This is an optimization exercise on Yosys and OpenROAD, whose aim is small area, a short achievable clock period and few clock cycles, not a production implementation. RTL that was checked went through simulation tests only; none was proved equivalent to the original. No functional check of the RTL was part of runs 1, 2, 6 and 7.

### flow/flow/run.sh
#!/bin/bash
# Layout flow: the standard synthesis, then the standard layout with
# the timing repair told to keep a setup margin, so that it closes the design
# at a shorter period than the 20 ns constraint. Each step's full output goes
# to a log file of its own here.
set -euo pipefail
MARGIN=14.8
bash standard.sh synth > synth.log 2>&1
bash standard.sh SETUP_SLACK_MARGIN=$MARGIN finish > layout.log 2>&1
### flow/standard.sh
#!/bin/bash
# synth_recipe.tcl (not shown) runs the flow's synth.tcl, then flattens the netlist and writes it again
# the make line also repeats each setting of config.mk as NAME=value (left out here)
make -C /OpenROAD-flow-scripts/flow DESIGN_CONFIG=/design/flow/config.mk WORK_HOME=/design/flow/orfs CLKGATE_MAP_FILE= SYNTH_SCRIPT=/design/flow/synth_recipe.tcl "${@:-finish}"
### flow/config.mk
export PLATFORM = sky130hd
export DESIGN_NAME = sha256_v2
export DESIGN_NICKNAME = sha256_v2
export VERILOG_FILES = /design/flow/design.v
export SDC_FILE = /design/flow/constraint.sdc
export NUM_CORES = 8
export LEC_CHECK = 0
export CAP_MARGIN = 20
export CORE_MARGIN = 2
export CORE_UTILIZATION = 40
export SLEW_MARGIN = 20
### flow/constraint.sdc
create_clock -name core_clock -period 20.0 [get_ports {i_clk}]
set_input_delay 4.0000 -clock core_clock [delete_from_list [all_inputs] [get_ports {i_clk}]]
set_output_delay 4.0000 -clock core_clock [all_outputs]
set_load 0.01 [all_outputs]
### flow/design.v
module sha256_counter_data_v2 (
    input wire        i_clk,
    input wire        i_rst,
    input wire        clr_data,
    input wire        cnt_data_en,
    output reg [4:0]  counter_data
);
    always @(posedge i_clk or negedge i_rst) begin
        if (!i_rst) begin
            counter_data <= 0;
        end else begin
            if (clr_data) counter_data <= 0;
            else if (cnt_data_en) counter_data <= counter_data + 5'd1;
            else counter_data <= counter_data;
        end
    end
endmodule
module sha256_counter_i_v2 (
    input wire        i_clk,
    input wire        i_rst,
    input wire        clr_i,
    input wire        cnt_i_en,
    output reg [7:0]  i
);
    always @(posedge i_clk or negedge i_rst) begin
        if (!i_rst) begin
            i <= 0;
        end else begin
            if (clr_i) i <= 0;
            else if (cnt_i_en) i <= i + 8'd1;
            else i <= i;
        end
    end
endmodule
module sha256_counter_j_v2 (
    input wire        i_clk,
    input wire        i_rst,
    input wire        clr_j,
    input wire        cnt_j_en,
    output reg [6:0]  j
);
    always @(posedge i_clk or negedge i_rst) begin
        if (!i_rst) begin
            j <= 0;
        end else begin
            if (clr_j) j <= 0;
            else if (cnt_j_en) j <= j + 7'd1;
            else j <= j;
        end
    end
endmodule
module sha256_functions_v2 (
    input  wire [5:0]  j,
    output wire [31:0] k_j
);
    assign k_j   = func_k(j);
    function [31:0] func_k;
        input [5:0] j;
        begin
            case (j)
                6'd0:  func_k = 32'h428a2f98;
                6'd1:  func_k = 32'h71374491;
                6'd2:  func_k = 32'hb5c0fbcf;
                6'd3:  func_k = 32'he9b5dba5;
                6'd4:  func_k = 32'h3956c25b;
                6'd5:  func_k = 32'h59f111f1;
                6'd6:  func_k = 32'h923f82a4;
                6'd7:  func_k = 32'hab1c5ed5;
                6'd8:  func_k = 32'hd807aa98;
                6'd9:  func_k = 32'h12835b01;
                6'd10:  func_k = 32'h243185be;
                6'd11:  func_k = 32'h550c7dc3;
                6'd12:  func_k = 32'h72be5d74;
                6'd13:  func_k = 32'h80deb1fe;
                6'd14:  func_k = 32'h9bdc06a7;
                6'd15:  func_k = 32'hc19bf174;
                6'd16:  func_k = 32'he49b69c1;
                6'd17:  func_k = 32'hefbe4786;
                6'd18:  func_k = 32'h0fc19dc6;
                6'd19:  func_k = 32'h240ca1cc;
                6'd20:  func_k = 32'h2de92c6f;
                6'd21:  func_k = 32'h4a7484aa;
                6'd22:  func_k = 32'h5cb0a9dc;
                6'd23:  func_k = 32'h76f988da;
                6'd24:  func_k = 32'h983e5152;
                6'd25:  func_k = 32'ha831c66d;
                6'd26:  func_k = 32'hb00327c8;
                6'd27:  func_k = 32'hbf597fc7;
                6'd28:  func_k = 32'hc6e00bf3;
                6'd29:  func_k = 32'hd5a79147;
                6'd30:  func_k = 32'h06ca6351;
                6'd31:  func_k = 32'h14292967;
                6'd32:  func_k = 32'h27b70a85;
                6'd33:  func_k = 32'h2e1b2138;
                6'd34:  func_k = 32'h4d2c6dfc;
                6'd35:  func_k = 32'h53380d13;
                6'd36:  func_k = 32'h650a7354;
                6'd37:  func_k = 32'h766a0abb;
                6'd38:  func_k = 32'h81c2c92e;
                6'd39:  func_k = 32'h92722c85;
                6'd40:  func_k = 32'ha2bfe8a1;
                6'd41:  func_k = 32'ha81a664b;
                6'd42:  func_k = 32'hc24b8b70;
                6'd43:  func_k = 32'hc76c51a3;
                6'd44:  func_k = 32'hd192e819;
                6'd45:  func_k = 32'hd6990624;
                6'd46:  func_k = 32'hf40e3585;
                6'd47:  func_k = 32'h106aa070;
                6'd48:  func_k = 32'h19a4c116;
                6'd49:  func_k = 32'h1e376c08;
                6'd50:  func_k = 32'h2748774c;
                6'd51:  func_k = 32'h34b0bcb5;
                6'd52:  func_k = 32'h391c0cb3;
                6'd53:  func_k = 32'h4ed8aa4a;
                6'd54:  func_k = 32'h5b9cca4f;
                6'd55:  func_k = 32'h682e6ff3;
                6'd56:  func_k = 32'h748f82ee;
                6'd57:  func_k = 32'h78a5636f;
                6'd58:  func_k = 32'h84c87814;
                6'd59:  func_k = 32'h8cc70208;
                6'd60:  func_k = 32'h90befffa;
                6'd61:  func_k = 32'ha4506ceb;
                6'd62:  func_k = 32'hbef9a3f7;
                default:func_k = 32'hc67178f2;
            endcase
        end
    endfunction
endmodule
module sha256_padding_v2_top (
    input  wire [3:0]  i_k,
    input  wire        i_last,       
    input  wire        i_padblk,     
    input  wire [8:0]  i_bit_miss,
    input  wire [16:0] i_len,        
    output wire [31:0] o_keep,
    output wire [31:0] o_set
);
    wire [3:0] q  = i_bit_miss[8:5];
    wire [4:0] s  = i_bit_miss[4:0];
    wire [3:0] kb = ~q;                           
    wire full = ~i_padblk & (~i_last | (i_k < kb));
    wire bnd  = i_last & (i_k == kb);
    wire p31  = (i_last & (i_k == kb + 4'd1) & (q != 4'd0) & (s == 5'd0)) |
                (i_padblk & (i_k == 4'd0) & (i_bit_miss == 9'd0));
    wire lenw = (i_k == 4'd15) & (i_padblk | (i_last & (i_bit_miss > 9'd64)));
    wire [31:0] mask_b = {32{1'b1}} << s;
    wire [31:0] pad_b  = (mask_b >> 1) & ~mask_b;    
    assign o_keep = {32{full}} | ({32{bnd}} & mask_b);
    assign o_set  = ({32{bnd}} & pad_b) | {p31, 31'd0} | ({32{lenw}} & {15'd0, i_len});
endmodule
module sha256_scheduler_v2 (
    input  wire [31:0] w0,
    input  wire [31:0] w1,
    input  wire [31:0] w9,
    input  wire [31:0] w14,
    output wire [31:0] w_new
);
    wire [31:0] sg0 = {w1[6:0], w1[31:7]} ^ {w1[17:0], w1[31:18]} ^ (w1 >> 3);
    wire [31:0] sg1 = {w14[16:0], w14[31:17]} ^ {w14[18:0], w14[31:19]} ^ (w14 >> 10);
    wire [31:0] y1s = w0 ^ w9 ^ sg0;
    wire [31:0] y1c = {(w0[30:0] & w9[30:0]) | (w0[30:0] & sg0[30:0]) | (w9[30:0] & sg0[30:0]), 1'b0};
    wire [31:0] y2s = y1s ^ y1c ^ sg1;
    wire [31:0] y2c = {(y1s[30:0] & y1c[30:0]) | (y1s[30:0] & sg1[30:0]) | (y1c[30:0] & sg1[30:0]), 1'b0};
    assign w_new = y2s + y2c;
endmodule
module sha256_v2(
    input wire i_clk,
    input wire i_rst,
    input wire i_write,
    input wire [7:0] i_N,
    input wire [8:0] i_bit_miss,
    input wire i_read,
    input wire [31:0] i_data,
    output reg [31:0] o_data,
    output reg o_done
);
    localparam [255:0] IV = {32'h6a09e667, 32'hbb67ae85, 32'h3c6ef372, 32'ha54ff53a,
                             32'h510e527f, 32'h9b05688c, 32'h1f83d9ab, 32'h5be0cd19};
    reg        wr_r;         
    reg        rd_r;         
    reg [7:0]  n_r;          
    reg [8:0]  bm_r;         
    reg [16:0] len_r;        
    reg [6:0]  t;            
    reg        padblk;       
    reg [7:0]  blk;          
    reg        last_r;       
    reg        ro_en;        
    reg [2:0]  rc;           
    reg [5:0]  kj;           
    reg [31:0] keep_r;       
    reg [31:0] set_r;        
    wire first    = (blk == 8'd0) & ~padblk;
    wire last     = last_r & ~padblk;
    wire need_pad = (bm_r <= 9'd64);
    wire t_lo     = ~t[6] & ~t[5] & ~t[4];           
    wire rnd_en   = t_lo ? (wr_r | padblk) : ~t[6];   
    wire t64      = t[6];
    wire fin      = t64 & (padblk | (last & ~need_pad));
    wire ring_add = t64 | (t[5] & t[4] & t[3] & t[2] & (t[1] | t[0]));  
    wire iv_ld    = (t == 7'd0) & first & ~wr_r;
    wire [6:0] t_nx      = rnd_en ? t + 7'd1 : (t64 ? 7'd0 : t);
    wire       padblk_nx = t64 ? (~fin & (last | padblk)) : padblk;
    wire [7:0] blk_nx    = ~t64 ? blk : (fin ? 8'd0 : (last ? blk : blk + 8'd1));
    wire       last_nx   = (i_N == blk_nx + 8'd1);
    wire       lo_nx     = ~t_nx[6] & ~t_nx[5] & ~t_nx[4];
    wire [31:0] keep_nx, set_nx;
    sha256_padding_v2_top u_pad (
        .i_k(t_nx[3:0]),
        .i_last(lo_nx & last_nx & ~padblk_nx),
        .i_padblk(lo_nx & padblk_nx),
        .i_bit_miss(i_bit_miss),
        .i_len(len_r),
        .o_keep(keep_nx),
        .o_set(set_nx)
    );
    always @(posedge i_clk or negedge i_rst) begin
        if (!i_rst) begin
            wr_r   <= 1'b0;
            t      <= 7'd0;
            padblk <= 1'b0;
            blk    <= 8'd0;
            ro_en  <= 1'b0;
            o_done <= 1'b0;
        end else begin
            wr_r   <= i_write;
            t      <= t_nx;
            padblk <= padblk_nx;
            blk    <= blk_nx;
            ro_en  <= fin | (ro_en & (t == 7'd0));
            o_done <= (t == 7'd63) & ~(last & need_pad);
        end
    end
    always @(posedge i_clk) begin
        rd_r   <= i_read;
        n_r    <= i_N;
        bm_r   <= i_bit_miss;
        len_r  <= {n_r, 9'd0} - {8'd0, bm_r};
        last_r <= last_nx;
        keep_r <= keep_nx;
        set_r  <= set_nx;
        kj     <= t_nx[6] ? 6'd0 : t_nx[5:0] + 6'd1;
        if (fin) rc <= 3'd0;
        else if (ro_en & rd_r & (rc != 3'd7)) rc <= rc + 3'd1;
    end
    reg [31:0] W [0:15];
    wire [31:0] wt;       
    wire [31:0] w_new;
    assign wt = (W[15] & keep_r) | set_r;
    sha256_scheduler_v2 u_sched (
        .w0(W[0]), .w1(W[1]), .w9(W[9]), .w14(W[14]),
        .w_new(w_new)
    );
    wire w15_sched = rnd_en & (t >= 7'd15) & (t <= 7'd62);
    integer i;
    always @(posedge i_clk) begin
        if (rnd_en) begin
            for (i = 0; i < 14; i = i + 1) W[i] <= W[i+1];
            W[14] <= wt;
        end
        W[15] <= w15_sched ? w_new : i_data;
    end
    reg [31:0] a, b, c, d, e, f, g, hk;
    reg [31:0] HA0, HA1, HA2, HA3, HE0, HE1, HE2, HE3;
    wire [31:0] kc_nx;
    sha256_functions_v2 u_k (.j(kj), .k_j(kc_nx));
    wire [31:0] s0  = {a[1:0], a[31:2]} ^ {a[12:0], a[31:13]} ^ {a[21:0], a[31:22]};
    wire [31:0] s1  = {e[5:0], e[31:6]} ^ {e[10:0], e[31:11]} ^ {e[24:0], e[31:25]};
    wire [31:0] ch  = (e & f) ^ (~e & g);
    wire [31:0] maj = (a & b) | (a & c) | (b & c);
    wire [31:0] p_s = hk ^ wt ^ ch;
    wire [31:0] p_c = {(hk[30:0] & wt[30:0]) | (hk[30:0] & ch[30:0]) | (wt[30:0] & ch[30:0]), 1'b0};
    wire [31:0] m_s = s1 ^ s0 ^ maj;
    wire [31:0] m_c = {(s1[30:0] & s0[30:0]) | (s1[30:0] & maj[30:0]) | (s0[30:0] & maj[30:0]), 1'b0};
    wire [31:0] ea_s = p_s ^ p_c ^ d;
    wire [31:0] ea_c = {(p_s[30:0] & p_c[30:0]) | (p_s[30:0] & d[30:0]) | (p_c[30:0] & d[30:0]), 1'b0};
    wire [31:0] eb_s = ea_s ^ ea_c ^ s1;
    wire [31:0] eb_c = {(ea_s[30:0] & ea_c[30:0]) | (ea_s[30:0] & s1[30:0]) | (ea_c[30:0] & s1[30:0]), 1'b0};
    wire [31:0] aa_s = p_s ^ p_c ^ m_s;
    wire [31:0] aa_c = {(p_s[30:0] & p_c[30:0]) | (p_s[30:0] & m_s[30:0]) | (p_c[30:0] & m_s[30:0]), 1'b0};
    wire [31:0] ab_s = aa_s ^ aa_c ^ m_c;
    wire [31:0] ab_c = {(aa_s[30:0] & aa_c[30:0]) | (aa_s[30:0] & m_c[30:0]) | (aa_c[30:0] & m_c[30:0]), 1'b0};
    wire [31:0] a_new = ab_s + ab_c;
    wire [31:0] e_new = eb_s + eb_c;
    reg [31:0] iva, ive;
    always @(*) begin
        case (t[1:0])
            2'd0: begin iva = IV[255:224]; ive = IV[127:96]; end
            2'd1: begin iva = IV[159:128]; ive = IV[31:0];   end
            2'd2: begin iva = IV[191:160]; ive = IV[63:32];  end
            default: begin iva = IV[223:192]; ive = IV[95:64]; end
        endcase
    end
    wire [31:0] add_a = (first ? iva : HA3) + a;
    wire [31:0] add_e = (first ? ive : HE3) + e;
    wire [31:0] hk_nx = (t64 ? HE2 : g) + kc_nx;
    always @(posedge i_clk) begin
        if (iv_ld) begin
            a <= IV[255:224]; b <= IV[223:192]; c <= IV[191:160]; d <= IV[159:128];
            e <= IV[127:96];  f <= IV[95:64];   g <= IV[63:32];   hk <= IV[31:0] + 32'h428a2f98;
        end else if (t64) begin
            a <= add_a; b <= HA0; c <= HA1; d <= HA2;
            e <= add_e; f <= HE0; g <= HE1; hk <= hk_nx;
        end else if (rnd_en) begin
            a <= a_new; b <= a; c <= b; d <= c;
            e <= e_new; f <= e; g <= f; hk <= hk_nx;
        end
    end
    always @(posedge i_clk) begin
        if (ring_add) begin
            HA0 <= add_a; HA1 <= HA0; HA2 <= HA1; HA3 <= HA2;
            HE0 <= add_e; HE1 <= HE0; HE2 <= HE1; HE3 <= HE2;
        end
    end
    always @(posedge i_clk) begin
        case (rc)
            3'd0: o_data <= HA0;
            3'd1: o_data <= HA1;
            3'd2: o_data <= HA2;
            3'd3: o_data <= HA3;
            3'd4: o_data <= HE0;
            3'd5: o_data <= HE1;
            3'd6: o_data <= HE2;
            default: o_data <= HE3;
        endcase
    end
endmodule
==> results of run 1 <==
-- worst max-delay path by stage --
| stage | from | slack [ns] | cells past startpoint | end |
|---|---|---|---|---|
| 6_report | i_N[2] | 14.65 | 15 | keep_r[8]$_DFF_P_ |
| 5_1_grt | i_N[1] | 14.57 | 15 | keep_r[8]$_DFF_P_ |
| 4_1_cts | i_bit_miss[5] | 14.65 | 12 | keep_r[12]$_DFF_P_ |
| 3_5_place_dp | i_bit_miss[5] | 12.53 | 9 | set_r[5]$_DFF_P_ |
| 3_3_place_gp | i_bit_miss[5] | 12.59 | 9 | set_r[1]$_DFF_P_ |
| 2_1_floorplan | i_bit_miss[2] | 14.29 | 9 | set_r[11]$_DFF_P_ |
-- sequential cells by signal, summed over array words and instances, names as in the netlist, 9 cells and up --
| name | flops |
|---|---|
| set_r | 32 |
| e | 32 |
| kc_nx | 32 |
| HA3 | 32 |
| HA2 | 32 |
| HE0 | 32 |
| bm_r | 9 |
| HA1 | 32 |
| o_data | 32 |
| a | 32 |
| c | 32 |
| keep_r | 32 |
| HA0 | 32 |
| HE3 | 32 |
| len_r | 17 |
| f | 32 |
| b | 32 |
| hk | 32 |
| d | 32 |
| HE1 | 32 |
| g | 32 |
| HE2 | 32 |
| W | 512 |
-- logic make-up (layout without fill, tap and decap cells) --
logic type | count (synthesis) | in the layout
AND/OR/NAND/NOR | 1280 | 1281
XOR/XNOR | 449 | 449
AO/OA/AOI/OAI | 1481 | 1481
multiplexers | 113 | 113
flip-flops | 1210 | 1210
adder cells (fa/ha/maj) | 476 | 476
other | 0 | 3
buffers and inverters | 665 | 812
-- synth_stat cells (99+ instances only) --
library cell    n  share of area [%]
clkbuf_1      280                1.7
xnor2_1       295                4.1
a21oi_1       340                2.7
edfxtp_1      736                 35
a21o_1        164                2.0
inv_1         324                1.9
o21ai_0       278                2.2
nor2_1        294                1.8
fa_1          249                7.9
xor2_1        154                2.1
nand2_1       597                3.6
ha_1          226                4.5
a221oi_1      132                1.8
a22oi_1        99                1.2
dfxtp_1       455                 14
-- critical path, stage by stage --
cell and delay (ns):
buf_8 0.11, xnor2_4 0.13, nor2b_4 0.15, nand2_1 0.05
o21ai_1 0.13, nand4_1 0.12, buf_6 0.15, buf_6 0.11
nor4_4 0.32, buf_4 0.17, nand3b_1 0.13, buf_4 0.17
buf_6 0.13, a21o_1 0.16, nand2_1 0.05
-- final cells by class --
type | instances | area share (%)
Clock buffer | 163 | 4.94
Clock inverter | 82 | 1.39
Antenna cell | 3 | 0.0103
Sequential cell | 1210 | 43.6
Inverter | 332 | 1.74
Tap cell | 2058 | 3.53
Multi-Input combinational cell | 3800 | 41.3
Timing Repair Buffer | 235 | 3.40
-- routing by layer --
layer / global-route usage (%) / vias up
li1: - / 20586
met1: 33.2 / 22857
met2: 39.9 / 2108
met3: 5.10 / 450
met4: 12.1 / 4
met5: 0 / -
-- what timing repair did --
action | in CTS | in global routing
gates resized for setup | 465 | 165
endpoints found under the setup margin | 261 | 179
setup buffers | 51 | 33
cloned | 8 | 2
pin swaps | 63 | 59
==> impl_metrics.ini, run 1 <==
[min_path]
min_from = bm_r[0]$_DFF_P_
min_path_cells = 0
min_to = len_r[0]$_DFF_P_
min_path_type = reg -> reg

[drt]
route.met2.wl_um = 95500
num_vias = 46005
drt-initial-drc-count = 5146
routed.top_layer = met5
wl_met1_um = 85400
post_drt_via_cell_ratio = 5.84
drt_pre_antenna_iters = 9
routed_wl_um = 209000
routedWlPerCell_um = 26.5
drc_errors = 0
wl_met3_um = 16800
ant_nets = 0

[layout]
layout_common_cells = 736 x edfxtp_1, 592 x nand2_1, 376 x dfxtp_1
layout.cells.most_common = edfxtp_1
nets = 6242
regArea_um2 = 31900
area.growth.synth_to_final_pct = 15.9
multi_input_area_um2 = 30200
final_area_um2 = 73000
layout.cells.non_filler = 7883
drive_gt1_share_pct = 13.7
fillCellCount = 14236
finish.utilization_pct = 46.7

[grt]
antenna_found_initial = 13
grt_usage_pct = 25.3
grt_remaining_overflow = 0
grt_pass1_vias = 44474
grt_max_degree = 192
grt_pass1_wl_um = 301000

[floorplanning]
rows = 145
design.core.area_um2 = 156000
start_util_pct = 40.3
pin_count = 86
dieArea_um2 = 161000
fp.dieH_um = 401
die_w_um = 401

[timing]
fin_skew_ns = 0.0629
hold_violations = 0
tightest_slew_ns = 1.33
fin_tns_setup_ns = 0
drv_slew = 0
clock.fmax_mhz = 187
fin_crit_ns = 5.35
setup_violations = 0
holdWs_ns = 0.361
timing.final.ws_setup_ns = 14.65
rsz0062_at_grt = yes
slew-limit-headroom_pct = 11.4
finalCritPeriodShare_pct = 26.7

[yosys]
yosysWarnings = 4
syn_area_per_cell_um2 = 11.1
synth_xor_area_share_pct = 6.24
synth.area.mux_share_pct = 1.98
synth-adder-area-share_pct = 12.4
yosys.cell_types.count = 94
ys.flop_type = edfxtp_1
synth_top_family_by_area = compound AO/OA/AOI/OAI gates
netlist_instances = 5674
syn_nets = 6202
ys_seq_area_share_pct = 50.3
yosys_register_bits = 1210
synth_area_um2 = 63000
synthSimpleGateAreaFrac_pct = 9.09
synth_edf_count = 736
synth_compound_area_share_pct = 15.9
ys_async_sr_fraction_pct = 1.57

[clocking]
cts_made_buffers = 135
clockBufferDepth = 3
path_clk_slew_ns = 0.06
clock_latency_ns = 0.82
postCtsHoldBufs = 0
h-tree-depth = 4
clkSinkCount = 1210
cts_root_buf = clkbuf_16
cts_tree = done

[flow_run]
max_cap_viol_count = 0

[place]
gp_congestion = 0.963
place_area_um2 = 65800
dpl.cell_count = 7540
post-place-ws_ns = 12.53
port_buffers = 85
hpwl_um = 146000

[setup_path]
reg2reg_from = t[1]$_DFF_PN0_
r2r_end = kc_nx[27]$_DFF_P_
cp_max_fo = 4
critPathRequiredTime_ns = 20.73
critPathArrivalTime_ns = 6.08
startpoint_type = primary input
crit_type = in -> reg
r2r.worst_path.cells = 11
endpoint_kind = flip-flop
rrSetupSlack_ns = 14.88

[outcome]
status = timing/DRC/antenna clean
==> run 2: changes to the inputs <==
--- a/flow/design.v
+++ b/flow/design.v
@@ -295,15 +295,16 @@
     wire [31:0] add_e = (first ? ive : HE3) + e;
     wire [31:0] hk_nx = (t64 ? HE2 : g) + kc_nx;
+    wire s_rnd = rnd_en, s_ld = t64, s_iv = iv_ld;
+    wire s_hold = ~(s_rnd | s_ld | s_iv);
+    wire [31:0] m_rnd = {32{s_rnd}}, m_ld = {32{s_ld}}, m_iv = {32{s_iv}}, m_hold = {32{s_hold}};
     always @(posedge i_clk) begin
-        if (iv_ld) begin
-            a <= IV[255:224]; b <= IV[223:192]; c <= IV[191:160]; d <= IV[159:128];
-            e <= IV[127:96];  f <= IV[95:64];   g <= IV[63:32];   hk <= IV[31:0] + 32'h428a2f98;
-        end else if (t64) begin
-            a <= add_a; b <= HA0; c <= HA1; d <= HA2;
-            e <= add_e; f <= HE0; g <= HE1; hk <= hk_nx;
-        end else if (rnd_en) begin
-            a <= a_new; b <= a; c <= b; d <= c;
-            e <= e_new; f <= e; g <= f; hk <= hk_nx;
-        end
+        a  <= (m_rnd & a_new) | (m_ld & add_a) | (m_iv & IV[255:224]) | (m_hold & a);
+        b  <= (m_rnd & a)     | (m_ld & HA0)   | (m_iv & IV[223:192]) | (m_hold & b);
+        c  <= (m_rnd & b)     | (m_ld & HA1)   | (m_iv & IV[191:160]) | (m_hold & c);
+        d  <= (m_rnd & c)     | (m_ld & HA2)   | (m_iv & IV[159:128]) | (m_hold & d);
+        e  <= (m_rnd & e_new) | (m_ld & add_e) | (m_iv & IV[127:96])  | (m_hold & e);
+        f  <= (m_rnd & e)     | (m_ld & HE0)   | (m_iv & IV[95:64])   | (m_hold & f);
+        g  <= (m_rnd & f)     | (m_ld & HE1)   | (m_iv & IV[63:32])   | (m_hold & g);
+        hk <= ((m_rnd | m_ld) & hk_nx) | (m_iv & (IV[31:0] + 32'h428a2f98)) | (m_hold & hk);
     end
     always @(posedge i_clk) begin
==> impl_metrics.ini, run 2 <==
[timing]
slew-limit-headroom_pct = 17.5
fin_tns_setup_ns = 0
finalCritPeriodShare_pct = 27.1
fin_crit_ns = 5.41
setup_violations = 0
drv_slew = 0
clock.fmax_mhz = 185
rsz0062_at_grt = yes
tightest_slew_ns = 1.24
hold_violations = 0
fin_skew_ns = 0.0393

[drt]
post_drt_via_cell_ratio = 5.90
wl_met1_um = 83600
num_vias = 45892
drc_errors = 0
drt_pre_antenna_iters = 9
routed_wl_um = 208000
routedWlPerCell_um = 26.8
ant_nets = 0
drt-initial-drc-count = 5931
route.met2.wl_um = 93100
routed.top_layer = met5
wl_met3_um = 17300

[place]
port_buffers = 85
gp_congestion = 0.950
hpwl_um = 147000
place_area_um2 = 65500

[setup_path]
critPathLaunch = i_N[7]
r2r.worst_path.cells = 16
reg2reg_from = a[8]$_DFF_P_
critPathTopFamily = simple AND/OR/NAND/NOR gates
crit_top_cell = buf_12
startpoint_type = primary input
crit_path_cell_trace = buf_6, or3_4, a21o_1, a2111oi_4, nand4_4, buf_12, buf_12, buf_4, nand2b_4, nor4b_2
cpPeakStageDelay_ns = 0.46
critPathRequiredTime_ns = 20.71
r2r_end = a[23]$_DFF_P_
cp_max_fo = 6
endpoint_kind = flip-flop
rrSetupSlack_ns = 14.88
worst-path-buf-inv = 4
crit_slowest_cell = a2111oi_4
critPathArrivalTime_ns = 6.12
crit_type = in -> reg

[clocking]
h-tree-depth = 4
clock_latency_ns = 0.80
path_clk_slew_ns = 0.07
clockBufferDepth = 3
cts_root_buf = clkbuf_16
cts_tree = done
clkSinkCount = 1210
cts_made_buffers = 139

[floorplanning]
die_w_um = 400
dieArea_um2 = 160000
pin_count = 86
start_util_pct = 40.2
rows = 145
fp.dieH_um = 400
design.core.area_um2 = 156000

[min_path]
min_path_type = reg -> reg
min_path_cells = 0
min_from = bm_r[0]$_DFF_P_
min_to = len_r[0]$_DFF_P_

[layout]
layout_common_cells = 736 x edfxtp_1, 466 x nand2_1, 398 x dfxtp_1
nets = 6106
layout.cells.most_common = edfxtp_1
final_area_um2 = 71800
regMostFlops = W
largest_reg_flops = 512
drive_gt1_share_pct = 11.8
area.growth.synth_to_final_pct = 14.7
finish.utilization_pct = 46.1

[grt]
antenna_found_initial = 8
grt_remaining_overflow = 0
grt_usage_pct = 25.7
grt_pass1_wl_um = 300000
grt_pass1_vias = 44241
grt_max_degree = 174

[yosys]
ys_async_sr_fraction_pct = 1.57
yosys.area.top_type = edfxtp_1
synth_area_um2 = 62600
syn_nets = 6075
synth_edf_count = 736
synth_area_leaders = edfxtp_1 35%, dfxtp_1 15%, fa_1 6.8%
ys_seq_area_share_pct = 50.6
ys_top_cells_by_count = 736 x edfxtp_1, 471 x nand2_1, 455 x dfxtp_1
netlist_instances = 5571
yosys_register_bits = 1210
syn_area_per_cell_um2 = 11.2
yosysMostFrequentCell = edfxtp_1
synth_top_cell_area_share_pct = 35.3
yosys.cell_types.count = 87
ys.flop_type = edfxtp_1
yosysWarnings = 4

[flow_run]
max_cap_viol_count = 0

[outcome]
status = timing/DRC/antenna clean
run 2: cell types whose count changed in the layout (fill, tap and decap cells not counted), moves of 22 or more:
cell	delta
inv_1	+63
a22oi_1	-56
nand2_1	-126
dfxtp_1	+22
o21ai_0	+23
clkbuf_1	+22
a222oi_1	+82
a21oi_1	-85
buf_4	-23
mux2_2	-27
xnor2_1	+69
fa_1	-31
nand2b_1	+23
ha_1	+24
run 2: kinds of logic (layout without fill, tap and decap cells):
family | Yosys count | after routing | share of synthesized area [%]
compound gates | 1441 | 1442 | 16.3
flops | 1210 | 1210 | 50.6
simple gates | 1165 | 1172 | 8.53
other cells | 0 | 2 | 0
fa+ha+maj | 455 | 455 | 11.6
xor+xnor | 496 | 496 | 6.94
buf+inv | 704 | 843 | 4.27
mux | 100 | 100 | 1.73
run 2: worst max-delay path by stage:
| stage | endpoint | slack [ns] | cells after the start |
|---|---|---|---|
| 2_1_floorplan | keep_r[6]$_DFF_P_ | 14.20 | 8 |
| 3_3_place_gp | keep_r[10]$_DFF_P_ | 12.94 | 7 |
| 3_5_place_dp | keep_r[4]$_DFF_P_ | 13.23 | 7 |
| 4_1_cts | set_r[10]$_DFF_P_ | 14.65 | 10 |
| 5_1_grt | set_r[13]$_DFF_P_ | 14.54 | 11 |
| 6_report | set_r[17]$_DFF_P_ | 14.59 | 10 |
run 2: layer usage:
layer | up-vias | track usage (%)
li1 | 20341 | -
met1 | 22782 | 33.9
met2 | 2240 | 39.7
met3 | 523 | 4.66
met4 | 6 | 14.8
met5 | - | 0
run 2: worst reg2reg max path, stage by stage, from the launching register on:
cell and delay (ns):
dfxtp_2 0.48, xor2_1 0.27, xnor2_2 0.16, fa_1 0.53, inv_1 0.05, fa_1 0.55, fa_1 0.42, ha_1 0.37
and3_1 0.21, a221o_1 0.41, o2bb2ai_1 0.22, a221o_2 0.44, a31oi_2 0.26, o21ai_0 0.11, a211o_1 0.30, nand4_1 0.14
nand2_1 0.06
run 2: cell type report:
| type | instances | area, um2 |
|---|---|---|
| Fill cell | 14138 | 84000 |
| Sequential cell | 1210 | 31800 |
| Multi-Input combinational cell | 3665 | 29400 |
| Clock buffer | 195 | 3860 |
| Tap cell | 2058 | 2570 |
| Timing Repair Buffer | 196 | 1970 |
| Inverter | 390 | 1480 |
| Clock inverter | 62 | 761 |
| Antenna cell | 2 | 5.00 |
run 2: what timing repair did:
action                                  in CTS  in global routing
cloned                                      10                  2
buffers inserted                            28                 13
hold buffers                                 0                  0
pin swaps                                   33                 37
endpoints found under the setup margin     240                260
gates resized for setup                    300                178
run 2: through the flow:
| stage | setup WS, ns | hold WS [ns] | std cells |
|---|---|---|---|
| final | 14.59 | 0.384 | 7778 |
| after global routing | 14.54 | 0.392 | 7777 |
| after CTS | 14.65 | 0.386 | 7761 |
| after detailed placement | 13.23 | 0.376 | 7466 |
| after global placement | 12.94 | 0.378 | 7465 |
| after floorplan | 14.20 | 0.360 | 5571 |
==> run 3: changes to the inputs <==
--- a/flow/design.v
+++ b/flow/design.v
@@ -133,4 +133,7 @@
     input  wire [8:0]  i_bit_miss,
     input  wire [16:0] i_len,        
+    input  wire        i_first,      
+    input  wire [7:0]  i_N_in,
+    input  wire [8:0]  i_bm_in,
     output wire [31:0] o_keep,
     output wire [31:0] o_set
@@ -146,6 +149,11 @@
     wire [31:0] mask_b = {32{1'b1}} << s;
     wire [31:0] pad_b  = (mask_b >> 1) & ~mask_b;    
-    assign o_keep = {32{full}} | ({32{bnd}} & mask_b);
-    assign o_set  = ({32{bnd}} & pad_b) | {p31, 31'd0} | ({32{lenw}} & {15'd0, i_len});
+    wire        cut0    = (i_N_in == 8'd1) & (i_bm_in[8:5] == 4'd15);
+    wire [31:0] mask_0  = {32{1'b1}} << i_bm_in[4:0];
+    wire [31:0] pad_0   = (mask_0 >> 1) & ~mask_0;
+    assign o_keep = i_first ? (mask_0 | {32{~cut0}})
+                            : ({32{full}} | ({32{bnd}} & mask_b));
+    assign o_set  = i_first ? (pad_0 & {32{cut0}})
+                            : (({32{bnd}} & pad_b) | {p31, 31'd0} | ({32{lenw}} & {15'd0, i_len}));
 endmodule
 module sha256_scheduler_v2 (
@@ -203,5 +211,5 @@
     wire       padblk_nx = t64 ? (~fin & (last | padblk)) : padblk;
     wire [7:0] blk_nx    = ~t64 ? blk : (fin ? 8'd0 : (last ? blk : blk + 8'd1));
-    wire       last_nx   = (i_N == blk_nx + 8'd1);
+    wire       last_nx   = (n_r == blk_nx + 8'd1);
     wire       lo_nx     = ~t_nx[6] & ~t_nx[5] & ~t_nx[4];
     wire [31:0] keep_nx, set_nx;
@@ -210,6 +218,9 @@
         .i_last(lo_nx & last_nx & ~padblk_nx),
         .i_padblk(lo_nx & padblk_nx),
-        .i_bit_miss(i_bit_miss),
+        .i_bit_miss(bm_r),
         .i_len(len_r),
+        .i_first((t_nx == 7'd0) & (blk_nx == 8'd0) & ~padblk_nx),
+        .i_N_in(i_N),
+        .i_bm_in(i_bit_miss),
         .o_keep(keep_nx),
         .o_set(set_nx)
--- a/flow/config.mk
+++ b/flow/config.mk
@@ -9,3 +9,4 @@
 export CORE_MARGIN = 2
 export CORE_UTILIZATION = 40
+export CTS_BUF_LIST = sky130_fd_sc_hd__clkbuf_8
 export SLEW_MARGIN = 20
==> impl_metrics.ini, run 3 <==
[drt]
ant_nets = 0
routedWlPerCell_um = 26.7
post_drt_via_cell_ratio = 5.77
num_vias = 49164
drc_errors = 0
drt_pre_antenna_iters = 7
routed_wl_um = 228000
drt-initial-drc-count = 6084

[yosys]
synth-adder-area-share_pct = 11.4
yosysWarnings = 4
synth_edf_count = 736
synth_top_family_by_area = compound AO/OA/AOI/OAI gates
ys_seq_area_share_pct = 49.0
synth.area.mux_share_pct = 1.53
yosys.area.top_type = edfxtp_1
syn_nets = 6659
synth_xor_area_share_pct = 6.50
synth_top_cell_area_share_pct = 34.2
ys_async_sr_fraction_pct = 1.57
syn_area_per_cell_um2 = 10.5
ys_top_cells_by_count = 736 x edfxtp_1, 662 x nand2_1, 455 x dfxtp_1
synth_area_leaders = edfxtp_1 34%, dfxtp_1 14%, fa_1 6.6%
yosys_register_bits = 1210
ys.flop_type = edfxtp_1
synth_compound_area_share_pct = 16.0
netlist_instances = 6147
yosysMostFrequentCell = edfxtp_1
synth_area_um2 = 64600
yosys.cell_types.count = 106
synthSimpleGateAreaFrac_pct = 11.3

[clocking]
clkSinkCount = 1210
cts_root_buf = clkbuf_8
clock_latency_ns = 1.00
cts_tree = done
cts_made_buffers = 206
clockBufferDepth = 3
postCtsHoldBufs = 0
path_clk_slew_ns = 0.06
h-tree-depth = 4

[place]
place_area_um2 = 67500
hpwl_um = 164000
post-place-ws_ns = 13.19
port_buffers = 85
gp_congestion = 0.985

[setup_path]
crit_type = reg -> out
cpPeakStageDelay_ns = 0.41
r2r.worst_path.cells = 19
worst-path-buf-inv = 1
cp_max_fo = 1
r2r_end = e[31]$_DFF_P_
startpoint_type = flip-flop
endpoint_kind = primary output
critPathArrivalTime_ns = 1.50
crit_path_cell_trace = buf_6
crit_slowest_cell = dfxtp_4
rrSetupSlack_ns = 14.71
critPathRequiredTime_ns = 16.00
reg2reg_from = blk[0]$_DFF_PN0_
critPathTopFamily = flip-flops

[floorplanning]
pin_count = 86
rows = 147
die_w_um = 406
design.core.area_um2 = 161000
start_util_pct = 40.2
dieArea_um2 = 165000
fp.dieH_um = 406

[layout]
regMostFlops = W
layout.cells.most_common = edfxtp_1
layout_common_cells = 736 x edfxtp_1, 653 x nand2_1, 432 x o21ai_0
largest_reg_flops = 512
fillCellCount = 15007
nets = 6680
drive_gt1_share_pct = 11.0
regArea_um2 = 31800
finish.utilization_pct = 45.3
area.growth.synth_to_final_pct = 12.5
final_area_um2 = 72700
multi_input_area_um2 = 31000

[timing]
drv_slew = 0
hold_violations = 0
setup_violations = 0
holdWs_ns = 0.398
timing.final.ws_setup_ns = 14.50
rsz0062_at_grt = yes
fin_skew_ns = 0.0746
tightest_slew_ns = 1.21
fin_crit_ns = 5.50
slew-limit-headroom_pct = 18.7
fin_tns_setup_ns = 0
finalCritPeriodShare_pct = 27.5
clock.fmax_mhz = 182

[min_path]
min_path_type = reg -> reg
min_path_cells = 0
min_to = W[4][24]$_DFFE_PN_
min_from = W[5][24]$_DFFE_PN_

[grt]
grt_pass1_wl_um = 327000
grt_usage_pct = 27.3
grt_max_degree = 203
antenna_found_initial = 16
grt_remaining_overflow = 0
grt_pass1_vias = 47188

[outcome]
status = timing/DRC/antenna clean

[flow_run]
max_cap_viol_count = 0
-- run 3: cell count changes in the layout (fill, tap and decap cells not counted), moves of 24 or more --
cell | before | now
a221oi_1 | 129 | 19
nand3_1 | 68 | 174
clkbuf_8 | 14 | 235
clkbuf_16 | 141 | 0
o211ai_1 | 49 | 73
o21ai_0 | 255 | 432
clkbuf_1 | 41 | 0
nand2_1 | 466 | 653
a31oi_1 | 40 | 66
a21oi_1 | 245 | 380
a222oi_1 | 124 | 38
and3_1 | 33 | 97
nor2_1 | 276 | 334
-- run 3: through the flow --
step / std cells
2_1_floorplan: 6147
3_3_place_gp: 8099
3_5_place_dp: 8103
4_1_cts: 8502
5_1_grt: 8517
6_report: 8522
-- run 3: what timing repair did --
item,CTS,global route
pin swaps,5,17
buffers inserted,5,11
resized for setup,264,105
setup endpoints to repair,185,114
cloned,1,0
-- run 3: worst max path at each step --
stage                            from                to  slack (ns)  cells past startpoint
floorplan                      i_N[2]  set_r[9]$_DFF_P_       14.65                      7
global placement     blk[0]$_DFF_PN0_     e[31]$_DFF_P_       13.28                     19
detailed placement   blk[0]$_DFF_PN0_     e[31]$_DFF_P_       13.19                     19
CTS                 o_data[3]$_DFF_P_         o_data[3]       14.42                      1
global route        o_data[3]$_DFF_P_         o_data[3]       14.42                      1
finish              o_data[5]$_DFF_P_         o_data[5]       14.50                      1
-- run 3: cells by family (layout without fill, tap and decap cells) --
family,after synthesis,count (layout)
AOI/OAI and AO/OA,1612,1612
xor gates and xnor gates,477,477
adders and majority gates,463,463
buffers and inverters,702,908
DFF,1210,1210
muxes,94,94
other,0,9
and+or+nand+nor,1589,1589
-- run 3: layout make-up --
cell class | count | area share (%)
flip-flops and latches | 1210 | 43.7
multi-input cells | 4235 | 42.6
clock buffers | 235 | 4.45
well taps | 2160 | 3.72
repair buffers | 178 | 2.20
inverters | 337 | 1.76
clock inverters | 158 | 1.48
diodes | 9 | 0.0310
-- run 3: routing by layer --
layer	routed length, um	GRT usage [%]	vias up
li1	-	-	22086
met2	103000	43.0	2401
met1	91300	35.6	24172
met4	13800	14.6	8
met3	19200	4.98	497
met5	52	0	-
Testbench counts of run 3, summed over its fixed seeds: cycles 12,948.
==> run 4: changes to the inputs <==
--- a/flow/config.mk
+++ b/flow/config.mk
@@ -9,4 +9,4 @@
 export CORE_MARGIN = 2
 export CORE_UTILIZATION = 40
-export CTS_BUF_LIST = sky130_fd_sc_hd__clkbuf_8
+export CTS_CLUSTER_SIZE = 30
 export SLEW_MARGIN = 20
==> impl_metrics.ini, run 4 <==
[timing]
fin_crit_ns = 5.34
fin_skew_ns = 0.0359
finalCritPeriodShare_pct = 26.7
hold_violations = 0
tightest_slew_ns = 1.19
drv_slew = 0
fin_tns_setup_ns = 0
clock.fmax_mhz = 187
rsz0062_at_grt = yes
slew-limit-headroom_pct = 20.1
holdWs_ns = 0.406
setup_violations = 0

[setup_path]
critPathRequiredTime_ns = 16.00
startpoint_type = flip-flop
crit_type = reg -> out
reg2reg_from = keep_r[1]$_DFF_P_
rrSetupSlack_ns = 14.79
r2r_end = e[31]$_DFF_P_
cpPeakStageDelay_ns = 0.41
crit_slowest_cell = dfxtp_4
r2r.worst_path.cells = 19
worst-path-buf-inv = 1
critPathTopFamily = flip-flops
cp_max_fo = 1
critPathArrivalTime_ns = 1.34
endpoint_kind = primary output
crit_path_cell_trace = buf_6

[layout]
area.growth.synth_to_final_pct = 13.1
layout.cells.non_filler = 8373
nets = 6612
drive_gt1_share_pct = 9.95
layout.cells.most_common = edfxtp_1
layout_common_cells = 736 x edfxtp_1, 653 x nand2_1, 433 x o21ai_0
largest_reg_flops = 512
regMostFlops = W

[grt]
antenna_found_initial = 8
grt_pass1_vias = 46401
grt_remaining_overflow = 0
grt_pass1_wl_um = 325000
grt_usage_pct = 27.2
grt_max_degree = 203

[yosys]
yosys.area.top_type = edfxtp_1
ys_top_cells_by_count = 736 x edfxtp_1, 662 x nand2_1, 455 x dfxtp_1
ys.flop_type = edfxtp_1
synth_area_leaders = edfxtp_1 34%, dfxtp_1 14%, fa_1 6.6%
ys_seq_area_share_pct = 49.0
yosys_register_bits = 1210
synth_top_cell_area_share_pct = 34.2
yosysMostFrequentCell = edfxtp_1
yosys.cell_types.count = 106
syn_nets = 6659
yosysWarnings = 4
ys_async_sr_fraction_pct = 1.57
netlist_instances = 6147
syn_area_per_cell_um2 = 10.5
synth_area_um2 = 64600
synth_edf_count = 736

[min_path]
min_from = W[10][17]$_DFFE_PN_
min_to = W[9][17]$_DFFE_PN_
min_path_type = reg -> reg
min_path_cells = 0

[floorplanning]
design.core.area_um2 = 161000
dieArea_um2 = 165000
die_w_um = 406
start_util_pct = 40.2
rows = 147
pin_count = 86
fp.dieH_um = 406

[clocking]
cts_root_buf = clkbuf_16
clockBufferDepth = 3
cts_made_buffers = 136
clock_latency_ns = 0.81
h-tree-depth = 4
path_clk_slew_ns = 0.06
postCtsHoldBufs = 0
clkSinkCount = 1210
cts_tree = done

[place]
hpwl_um = 164000
gp_congestion = 0.985
dpl.cell_count = 8103
port_buffers = 85

[flow_run]
max_cap_viol_count = 0

[drt]
routedWlPerCell_um = 27.1
num_vias = 48754
drt-initial-drc-count = 6197
drc_errors = 0
drt_pre_antenna_iters = 6
routed_wl_um = 227000
post_drt_via_cell_ratio = 5.82
ant_nets = 0

[outcome]
status = timing/DRC/antenna clean
-- run 4: changes by cell type in the layout (fill, tap and decap cells not counted), moves of 8 or more --
cell / delta
clkbuf_8: -224
clkbuf_16: +138
inv_1: -74
clkbuf_1: +25
clkinv_2: -11
clkdlybuf4s50_1: -8
-- run 4: area by class of cell --
cell class | instances | area (um2)
Fill cell | 14920 | 87500
Antenna cell | 3 | 7.51
Timing Repair Buffer | 180 | 1680
Inverter | 337 | 1280
Clock buffer | 174 | 3700
Tap cell | 2160 | 2700
Clock inverter | 74 | 896
Multi-Input combinational cell | 4235 | 31000
Sequential cell | 1210 | 31800
-- run 4: per-stage QoR --
step,cell area (um2),setup slack (ns),util [%]
2_1_floorplan,64700,14.65,-
5_1_grt,73000,14.61,45.5
3_5_place_dp,67500,13.19,42.0
4_1_cts,72500,14.62,45.2
3_3_place_gp,67500,13.28,42.0
6_report,73000,14.66,45.5
-- run 4: worst max path at each step --
stage | startpoint | to | slack [ns] | cells past startpoint
finish | o_data[3]$_DFF_P_ | o_data[3] | 14.66 | 1
global route | blk[0]$_DFF_PN0_ | e[31]$_DFF_P_ | 14.61 | 20
CTS | o_data[3]$_DFF_P_ | o_data[3] | 14.62 | 1
detailed placement | blk[0]$_DFF_PN0_ | e[31]$_DFF_P_ | 13.19 | 19
global placement | blk[0]$_DFF_PN0_ | e[31]$_DFF_P_ | 13.28 | 19
floorplan | i_N[2] | set_r[9]$_DFF_P_ | 14.65 | 7
-- run 4: layer usage --
layer  vias to the layer above  share of wire, %  wire (um)  GRT usage, %
li1                      21908                 -          -             -
met1                     24150                41      93200          36.0
met2                      2263                46     104000          43.2
met3                       429               7.7      17400          4.32
met4                         4               5.4      12300          13.4
met5                         -             0.011         26             0
-- run 4: cell families after synthesis --
| group | share of synthesized area (%) |
|---|---|
| AOI/OAI and AO/OA | 16.0 |
| and+or+nand+nor | 11.3 |
| DFF | 49.0 |
| buffers and inverters | 4.21 |
| xor gates and xnor gates | 6.50 |
| adders and majority gates | 11.4 |
| muxes | 1.53 |
-- run 4: what timing repair did --
item / CTS / global route
gates resized for setup: 276 / 110
setup buffers: 5 / 11
pin swaps: 7 / 20
endpoints found under the setup margin: 212 / 101
gates cloned: 3 / 0
==> run 5: changes to the inputs <==
--- a/flow/config.mk
+++ b/flow/config.mk
@@ -9,4 +9,3 @@
 export CORE_MARGIN = 2
 export CORE_UTILIZATION = 40
-export CTS_CLUSTER_SIZE = 30
 export SLEW_MARGIN = 20
==> impl_metrics.ini, run 5 <==
[outcome]
status = timing/DRC/antenna clean

[clocking]
cts_root_buf = clkbuf_16
cts_made_buffers = 136
postCtsHoldBufs = 0
cts_tree = done
h-tree-depth = 4
clkSinkCount = 1210
clockBufferDepth = 3
path_clk_slew_ns = 0.06
clock_latency_ns = 0.81

[place]
port_buffers = 85
dpl.cell_count = 8103
gp_congestion = 0.985
hpwl_um = 164000

[setup_path]
crit_path_cell_trace = buf_6
endpoint_kind = primary output
r2r_end = e[31]$_DFF_P_
crit_end = o_data[3]
critPathArrivalTime_ns = 1.34
critPathRequiredTime_ns = 16.00
cp_max_fo = 1
reg2reg_from = keep_r[1]$_DFF_P_
crit_slowest_cell = dfxtp_4
rrSetupSlack_ns = 14.79
startpoint_type = flip-flop
critPathLaunch = o_data[3]$_DFF_P_
cpPeakStageDelay_ns = 0.41
worst-path-buf-inv = 1
cp_num_cells = 1
critPathTopFamily = flip-flops
r2r.worst_path.cells = 19
crit_type = reg -> out

[drt]
num_vias = 48754
drc_errors = 0
routedWlPerCell_um = 27.1
drt-initial-drc-count = 6197
drt_pre_antenna_iters = 6
routed_wl_um = 227000
post_drt_via_cell_ratio = 5.82
ant_nets = 0

[floorplanning]
pin_count = 86
start_util_pct = 40.2
rows = 147
design.core.area_um2 = 161000
dieArea_um2 = 165000
die_w_um = 406
fp.dieH_um = 406

[grt]
grt_pass1_wl_um = 325000
antenna_found_initial = 8
grt_remaining_overflow = 0
grt_usage_pct = 27.2
grt_pass1_vias = 46401
grt_max_degree = 203

[layout]
layout.cells.most_common = edfxtp_1
drive_gt1_share_pct = 9.95
layout.cells.non_filler = 8373
layout_common_cells = 736 x edfxtp_1, 653 x nand2_1, 433 x o21ai_0
largest_reg_flops = 512
nets = 6612
area.growth.synth_to_final_pct = 13.1
fillCellCount = 14920
regMostFlops = W
finish.utilization_pct = 45.5

[timing]
finalCritPeriodShare_pct = 26.7
rsz0062_at_grt = yes
clock.fmax_mhz = 187
fin_skew_ns = 0.0359
drv_slew = 0
fin_crit_ns = 5.34
fin_tns_setup_ns = 0
hold_violations = 0
tightest_slew_ns = 1.19
slew-limit-headroom_pct = 20.1
setup_violations = 0

[yosys]
ys_seq_area_share_pct = 49.0
syn_area_per_cell_um2 = 10.5
yosys.area.top_type = edfxtp_1
ys_top_cells_by_count = 736 x edfxtp_1, 662 x nand2_1, 455 x dfxtp_1
yosys_register_bits = 1210
yosys.cell_types.count = 106
synth_area_leaders = edfxtp_1 34%, dfxtp_1 14%, fa_1 6.6%
syn_nets = 6659
ys.flop_type = edfxtp_1
synth_area_um2 = 64600
synth_top_cell_area_share_pct = 34.2
ys_async_sr_fraction_pct = 1.57
yosysWarnings = 4
netlist_instances = 6147
yosysMostFrequentCell = edfxtp_1
synth_edf_count = 736

[min_path]
min_path_type = reg -> reg

[flow_run]
max_cap_viol_count = 0
[run 5: cell counts in the layout (fill, tap and decap cells not counted)]
Identical to the previous run, type by type.
[run 5: worst min-delay path by stage]
stage	from	to	slack, ns	depth (start not counted)
global placement	W[7][6]$_DFFE_PN_	W[6][6]$_DFFE_PN_	0.40	0
global route	W[10][17]$_DFFE_PN_	W[9][17]$_DFFE_PN_	0.40	0
finish	W[10][17]$_DFFE_PN_	W[9][17]$_DFFE_PN_	0.41	0
detailed placement	W[11][12]$_DFFE_PN_	W[10][12]$_DFFE_PN_	0.40	0
CTS	W[8][11]$_DFFE_PN_	W[7][11]$_DFFE_PN_	0.40	0
floorplan	bm_r[0]$_DFF_P_	len_r[0]$_DFF_P_	0.38	0
[run 5: metrics by stage]
stage          hold slack [ns]  worst slack (ns)  area [um2]
4_1_cts                  0.396             14.62       72500
2_1_floorplan            0.379             14.65       64700
6_report                 0.406             14.66       73000
3_3_place_gp             0.400             13.28       67500
3_5_place_dp             0.405             13.19       67500
5_1_grt                  0.404             14.61       73000
[run 5: cell families (layout without fill, tap and decap cells)]
group           Yosys count  in the layout  synth area share (%)
xor+xnor                477            477                  6.50
flops                  1210           1210                  49.0
other cells               0              3                     0
mux                      94             94                  1.53
compound gates         1612           1612                  16.0
fa+ha+maj               463            463                  11.4
simple gates           1589           1589                  11.3
buf+inv                 702            765                  4.21
[run 5: what timing repair did]
action | in CTS | in global routing
endpoints found under the setup margin | 212 | 101
buffers inserted | 5 | 11
pin swaps | 7 | 20
resized for setup | 276 | 110
cloned | 3 | 0
[run 5: cell type report]
cell class | instances | area (um2) | share of cell area, %
diodes | 3 | 7.51 | 0.0103
clock buffers | 174 | 3700 | 5.06
clock inverters | 74 | 896 | 1.23
inverters | 337 | 1280 | 1.76
multi-input cells | 4235 | 31000 | 42.4
flip-flops and latches | 1210 | 31800 | 43.5
well taps | 2160 | 2700 | 3.70
repair buffers | 180 | 1680 | 2.30
[run 5: layer usage]
| layer | global-route usage (%) | vias to the layer above | routed length, um |
|---|---|---|---|
| met3 | 4.32 | 429 | 17400 |
| met2 | 43.2 | 2263 | 104000 |
| met5 | 0 | - | 26 |
| met4 | 13.4 | 4 | 12300 |
| li1 | - | 21908 | - |
| met1 | 36.0 | 24150 | 93200 |
==> run 6: changes to the inputs <==
--- a/flow/design.v
+++ b/flow/design.v
@@ -129,11 +129,11 @@
 module sha256_padding_v2_top (
     input  wire [3:0]  i_k,
+    input  wire        i_lo,         
+    input  wire        i_first,      
     input  wire        i_last,       
     input  wire        i_padblk,     
+    input  wire [7:0]  i_N,
     input  wire [8:0]  i_bit_miss,
     input  wire [16:0] i_len,        
-    input  wire        i_first,      
-    input  wire [7:0]  i_N_in,
-    input  wire [8:0]  i_bm_in,
     output wire [31:0] o_keep,
     output wire [31:0] o_set
@@ -142,18 +142,16 @@
     wire [4:0] s  = i_bit_miss[4:0];
     wire [3:0] kb = ~q;                           
-    wire full = ~i_padblk & (~i_last | (i_k < kb));
-    wire bnd  = i_last & (i_k == kb);
-    wire p31  = (i_last & (i_k == kb + 4'd1) & (q != 4'd0) & (s == 5'd0)) |
-                (i_padblk & (i_k == 4'd0) & (i_bit_miss == 9'd0));
-    wire lenw = (i_k == 4'd15) & (i_padblk | (i_last & (i_bit_miss > 9'd64)));
+    wire act_p = i_lo & i_padblk;
+    wire act_l = i_lo & i_last & ~i_padblk;
+    wire cut0  = (i_N == 8'd1) & (q == 4'd15);    
+    wire full = i_first ? ~cut0 : (~act_p & (~act_l | (i_k < kb)));
+    wire bnd  = i_first ? cut0  : (act_l & (i_k == kb));
+    wire p31  = ~i_first & ((act_l & (i_k == kb + 4'd1) & (q != 4'd0) & (s == 5'd0)) |
+                            (act_p & (i_k == 4'd0) & (i_bit_miss == 9'd0)));
+    wire lenw = ~i_first & (i_k == 4'd15) & (act_p | (act_l & (i_bit_miss > 9'd64)));
     wire [31:0] mask_b = {32{1'b1}} << s;
     wire [31:0] pad_b  = (mask_b >> 1) & ~mask_b;    
-    wire        cut0    = (i_N_in == 8'd1) & (i_bm_in[8:5] == 4'd15);
-    wire [31:0] mask_0  = {32{1'b1}} << i_bm_in[4:0];
-    wire [31:0] pad_0   = (mask_0 >> 1) & ~mask_0;
-    assign o_keep = i_first ? (mask_0 | {32{~cut0}})
-                            : ({32{full}} | ({32{bnd}} & mask_b));
-    assign o_set  = i_first ? (pad_0 & {32{cut0}})
-                            : (({32{bnd}} & pad_b) | {p31, 31'd0} | ({32{lenw}} & {15'd0, i_len}));
+    assign o_keep = {32{full}} | ({32{bnd}} & mask_b);
+    assign o_set  = ({32{bnd}} & pad_b) | {p31, 31'd0} | ({32{lenw}} & {15'd0, i_len});
 endmodule
 module sha256_scheduler_v2 (
@@ -216,11 +214,11 @@
     sha256_padding_v2_top u_pad (
         .i_k(t_nx[3:0]),
-        .i_last(lo_nx & last_nx & ~padblk_nx),
-        .i_padblk(lo_nx & padblk_nx),
-        .i_bit_miss(bm_r),
-        .i_len(len_r),
+        .i_lo(lo_nx),
         .i_first((t_nx == 7'd0) & (blk_nx == 8'd0) & ~padblk_nx),
-        .i_N_in(i_N),
-        .i_bm_in(i_bit_miss),
+        .i_last(last_nx),
+        .i_padblk(padblk_nx),
+        .i_N(i_N),
+        .i_bit_miss(i_bit_miss),
+        .i_len(len_r),
         .o_keep(keep_nx),
         .o_set(set_nx)
--- a/flow/config.mk
+++ b/flow/config.mk
@@ -9,3 +9,5 @@
 export CORE_MARGIN = 2
 export CORE_UTILIZATION = 40
+export CTS_CLUSTER_DIAMETER = 100
+export CTS_CLUSTER_SIZE = 20
 export SLEW_MARGIN = 20
==> impl_metrics.ini, run 6 <==
[yosys]
synth_edf_count = 736
ys.flop_type = edfxtp_1
ys_top_cells_by_count = 736 x edfxtp_1, 686 x nand2_1, 465 x o21ai_0
netlist_instances = 6037
yosys.area.top_type = edfxtp_1
syn_nets = 6543
yosysMostFrequentCell = edfxtp_1
synth.area.mux_share_pct = 1.93
synth_xor_area_share_pct = 6.56
ys_seq_area_share_pct = 49.4
yosys.cell_types.count = 109
synth_top_cell_area_share_pct = 34.5
yosys_register_bits = 1210
synth_area_leaders = edfxtp_1 34%, dfxtp_1 14%, fa_1 6.6%
synth_area_um2 = 64100
synthSimpleGateAreaFrac_pct = 11.1
synth-adder-area-share_pct = 11.4
synth_compound_area_share_pct = 15.5
yosysWarnings = 4
ys_async_sr_fraction_pct = 1.57
syn_area_per_cell_um2 = 10.6
synth_top_family_by_area = compound AO/OA/AOI/OAI gates

[timing]
rsz0062_at_grt = yes
finalCritPeriodShare_pct = 26.2
fin_skew_ns = 0.0433
drv_slew = 0
tightest_slew_ns = 1.33
setup_violations = 0
slew-limit-headroom_pct = 11.1
fin_crit_ns = 5.23
fin_tns_setup_ns = 0
hold_violations = 0
clock.fmax_mhz = 191

[place]
place_area_um2 = 67000
port_buffers = 85
gp_congestion = 0.991
hpwl_um = 158000

[clocking]
clockBufferDepth = 3
cts_root_buf = clkbuf_16
cts_tree = done
h-tree-depth = 3
path_clk_slew_ns = 0.10
cts_made_buffers = 73
clock_latency_ns = 0.72
clkSinkCount = 1210

[setup_path]
critPathRequiredTime_ns = 16.00
crit_slowest_cell = dfxtp_4
endpoint_kind = primary output
worst-path-buf-inv = 1
critPathTopFamily = flip-flops
crit_type = reg -> out
startpoint_type = flip-flop
crit_path_cell_trace = buf_6
cp_max_fo = 1
critPathArrivalTime_ns = 1.23
cpPeakStageDelay_ns = 0.40

[drt]
post_drt_via_cell_ratio = 5.90
ant_nets = 0
drt-initial-drc-count = 6330
wl_met3_um = 19100
num_vias = 47839
drt_pre_antenna_iters = 8
route.met2.wl_um = 98800
wl_met1_um = 93000
routedWlPerCell_um = 27.6
routed.top_layer = met5
routed_wl_um = 224000
drc_errors = 0

[layout]
nets = 6482
drive_gt1_share_pct = 10.1
largest_reg_flops = 512
final_area_um2 = 71000
regMostFlops = W
fillCellCount = 14671
layout_common_cells = 736 x edfxtp_1, 680 x nand2_1, 432 x o21ai_0
area.growth.synth_to_final_pct = 10.8
layout.cells.most_common = edfxtp_1

[floorplanning]
rows = 146
die_w_um = 404
dieArea_um2 = 164000
pin_count = 86
start_util_pct = 40.4
design.core.area_um2 = 159000
fp.dieH_um = 404

[grt]
grt_max_degree = 179
grt_pass1_wl_um = 316000
antenna_found_initial = 10
grt_usage_pct = 26.5
grt_pass1_vias = 44715
grt_remaining_overflow = 0

[min_path]
min_path_type = reg -> reg

[flow_run]
max_cap_viol_count = 0

[outcome]
status = timing/DRC/antenna clean
[run 6: cell type report]
class | instances | area, um2 | share of cell area [%]
Timing Repair Buffer | 204 | 2020 | 2.84
Antenna cell | 6 | 15.0 | 0.0211
Clock inverter | 18 | 259 | 0.365
Sequential cell | 1210 | 31800 | 44.8
Tap cell | 2072 | 2590 | 3.65
Clock buffer | 108 | 1970 | 2.77
Multi-Input combinational cell | 4165 | 31100 | 43.8
Inverter | 322 | 1250 | 1.76
[run 6: worst paths after layout]
check                                        start  cells after the start                 end  slack (ns)
worst max-delay path            o_data[16]$_DFF_P_                      1          o_data[16]       14.77
worst min-delay path            W[8][11]$_DFFE_PN_                      0  W[7][11]$_DFFE_PN_        0.38
worst max register to register        e[5]$_DFF_P_                     19       e[29]$_DFF_P_       14.80
worst min register to register  W[8][11]$_DFFE_PN_                      0  W[7][11]$_DFFE_PN_        0.38
max in group asynchronous                    i_rst                      1      t[6]$_DFF_PN0_       15.44
min in group asynchronous                    i_rst                      1    o_done$_DFF_PN0_        3.82
[run 6: cells by family after synthesis]
logic type,after synthesis
muxes,114
adders and majority gates,457
and+or+nand+nor,1567
buffers and inverters,667
xor gates and xnor gates,480
DFF,1210
AOI/OAI and AO/OA,1542
[run 6: repair_timing]
action / in CTS / in global routing
hold buffers: 0 / 0
buffers inserted: 13 / 31
cloned: 8 / 4
endpoints found under the setup margin: 198 / 155
resized for setup: 364 / 171
pin swaps: 19 / 48
[run 6: stage by stage]
stage	worst slack [ns]	instances	utilization [%]	hold WS [ns]
after global routing	14.73	8099	44.7	0.403
final	14.77	8105	44.7	0.384
after floorplan	14.52	6037	-	0.360
after global placement	13.32	7915	42.2	0.384
after CTS	14.72	8064	44.1	0.387
after detailed placement	13.29	7917	42.2	0.379
[run 6: per-layer routing]
layer / vias to the layer above / GRT usage [%]
met5: - / 0
li1: 21391 / -
met1: 23618 / 36.6
met4: 8 / 12.6
met3: 462 / 4.10
met2: 2360 / 40.6
==> run 7: changes to the inputs <==
--- a/flow/flow/run.sh
+++ b/flow/flow/run.sh
@@ -5,5 +5,5 @@
 # to a log file of its own here.
 set -euo pipefail
-MARGIN=14.8
+MARGIN=15.0
 bash standard.sh synth > synth.log 2>&1
 bash standard.sh SETUP_SLACK_MARGIN=$MARGIN finish > layout.log 2>&1
--- a/flow/config.mk
+++ b/flow/config.mk
@@ -10,4 +10,4 @@
 export CORE_UTILIZATION = 40
 export CTS_CLUSTER_DIAMETER = 100
-export CTS_CLUSTER_SIZE = 20
+export CTS_CLUSTER_SIZE = 25
 export SLEW_MARGIN = 20
==> impl_metrics.ini, run 7 <==
[floorplanning]
pin_count = 86
design.core.area_um2 = 159000
start_util_pct = 40.4
die_w_um = 404

[place]
post-place-ws_ns = 13.27
gp_congestion = 0.992
port_buffers = 85
hpwl_um = 157000
dpl.cell_count = 7920

[layout]
largest_reg_flops = 512
layout.cells.most_common = edfxtp_1
area.growth.synth_to_final_pct = 11.3
nets = 6508
layout.cells.non_filler = 8129
layout_common_cells = 736 x edfxtp_1, 681 x nand2_1, 421 x o21ai_0

[timing]
setup_violations = 0
fin_skew_ns = 0.0761
hold_violations = 0
fin_tns_setup_ns = 0
clock.fmax_mhz = 191
fin_crit_ns = 5.22
drv_slew = 0
slew-limit-headroom_pct = 21.6
timing.final.ws_setup_ns = 14.78
rsz0062_at_grt = yes

[clocking]
cts_made_buffers = 59
clock_latency_ns = 0.76
path_clk_slew_ns = 0.10
clkSinkCount = 1210
postCtsHoldBufs = 0
cts_root_buf = clkbuf_16

[yosys]
netlist_instances = 6037
synth.area.mux_share_pct = 1.93
synth_area_leaders = edfxtp_1 34%, dfxtp_1 14%, fa_1 6.6%
syn_nets = 6543
ys_seq_area_share_pct = 49.4
synth_edf_count = 736
ys.flop_type = edfxtp_1
syn_area_per_cell_um2 = 10.6
yosysMostFrequentCell = edfxtp_1
synthSimpleGateAreaFrac_pct = 11.1
ys_async_sr_fraction_pct = 1.57
synth_top_cell_area_share_pct = 34.5
synth_xor_area_share_pct = 6.56
yosysWarnings = 4

[grt]
grt_pass1_vias = 44962
grt_remaining_overflow = 0
antenna_found_initial = 18
grt_max_degree = 175
grt_pass1_wl_um = 314000
grt_usage_pct = 26.2

[min_path]
min_path_cells = 0
min_path_type = reg -> reg

[setup_path]
endpoint_kind = primary output
startpoint_type = flip-flop
critPathArrivalTime_ns = 1.22
cp_max_fo = 1
worst-path-buf-inv = 1
critPathTopFamily = flip-flops
critPathRequiredTime_ns = 16.00
crit_path_cell_trace = buf_6
cp_num_cells = 1
cpPeakStageDelay_ns = 0.37

[outcome]
status = timing/DRC/antenna clean

[drt]
post_drt_via_cell_ratio = 5.88
drt-initial-drc-count = 6028
routed_wl_um = 220000
drt_pre_antenna_iters = 6
routedWlPerCell_um = 27.0
drc_errors = 0
[run 7: cell counts after synthesis]
Identical to the previous run, type by type.
[run 7: layout make-up]
class	count	area, um2	share of cell area (%)
Antenna cell	5	12.5	0.0175
Clock buffer	94	1630	2.28
Clock inverter	17	213	0.298
Inverter	322	1250	1.75
Multi-Input combinational cell	4165	31500	44.1
Sequential cell	1210	31900	44.6
Tap cell	2072	2590	3.63
Timing Repair Buffer	244	2310	3.23
[run 7: worst reg2reg max path: cells and delay by family, from the launching register on]
kind | cells | cell delay, ns
fa+ha+maj | 5 | 1.74
compound gates | 8 | 1.70
xor+xnor | 2 | 0.42
flops | 1 | 0.42
buf+inv | 4 | 0.41
simple gates | 2 | 0.19
[run 7: kinds of logic after synthesis]
family,Yosys count
multiplexers,114
adder cells (fa/ha/maj),457
buffers and inverters,667
XOR/XNOR,480
flip-flops,1210
AND/OR/NAND/NOR,1567
AO/OA/AOI/OAI,1542
[run 7: through the flow]
step	cell area (um2)	hold slack (ns)
2_1_floorplan	64300	0.360
3_3_place_gp	67000	0.383
3_5_place_dp	67000	0.377
4_1_cts	70200	0.397
5_1_grt	71400	0.418
6_report	71400	0.397
[run 7: path summary, 6_finish.rpt]
path	end	slack [ns]	startpoint
max in group asynchronous	t[6]$_DFF_PN0_	16.36	i_rst
worst min-delay path	len_r[0]$_DFF_P_	0.40	bm_r[0]$_DFF_P_
worst min register to register	len_r[0]$_DFF_P_	0.40	bm_r[0]$_DFF_P_
worst max register to register	a[30]$_DFF_P_	15.02	e[12]$_DFF_P_
worst max-delay path	o_data[6]	14.78	o_data[6]$_DFF_P_
min in group asynchronous	blk[4]$_DFF_PN0_	3.24	i_rst
[run 7: timing repair]
action / in CTS / in global routing
endpoints found under the setup margin: 207 / 167
pin swaps: 52 / 74
cloned: 10 / 1
buffers inserted: 37 / 45
resized for setup: 456 / 198
[run 7: per-layer routing]
metal	global-route usage, %	up-vias	part of all wire (%)
li1	-	21431	-
met3	4.15	438	9.0
met4	13.0	14	5.7
met2	40.6	2377	45
met1	35.7	23550	41
met5	0	-	0.059

[afterwards: timing with drivers on the ports]
The flow's constraints put no driver on any port. The routed layouts listed below were extracted and timed again, unchanged, in two steps. Step 1, drivers: a clkbuf_16 drives i_clk and a buf_2 each remaining input, both assumed. Step 2, shift: input delay + t, output delay - t, t = (earliest + latest rising clock arrival at the registers) / 2. This alone moves slack from input paths to output paths. a / b / c = ideal / step 1 / step 2; a / b = the first two.
| run | t, ns | setup slack, ns | latest minus earliest clock arrival (ns) | worst slew at a driven data input, ns | pins driven straight from the clock port |
|---|---|---|---|---|---|
| run 1 | 0.869 | 14.652 / 14.651 / 13.829 | 0.064 / 0.063 | 0.08 | 1 |
| run 2 | 0.870 | 14.589 / 14.641 / 13.771 | 0.040 / 0.040 | 0.06 | 1 |
| run 3 | 1.042 | 14.504 / 14.421 / 13.846 | 0.078 / 0.078 | 0.05 | 1 |
| run 4 | 0.883 | 14.665 / 14.577 / 14.003 | 0.038 / 0.038 | 0.05 | 1 |
| run 5 | 0.883 | 14.665 / 14.577 / 14.003 | 0.038 / 0.038 | 0.05 | 1 |
| run 6 | 0.797 | 14.769 / 14.685 / 14.136 | 0.064 / 0.064 | 0.05 | 1 |
| run 7 | 0.807 | 14.778 / 14.696 / 14.223 | 0.078 / 0.078 | 0.05 | 1 |
After both steps setup and hold are still met in every run listed. The setup slack of run 1, which loses most, moves by -0.001 ns with the drivers and by -0.823 ns with both steps.
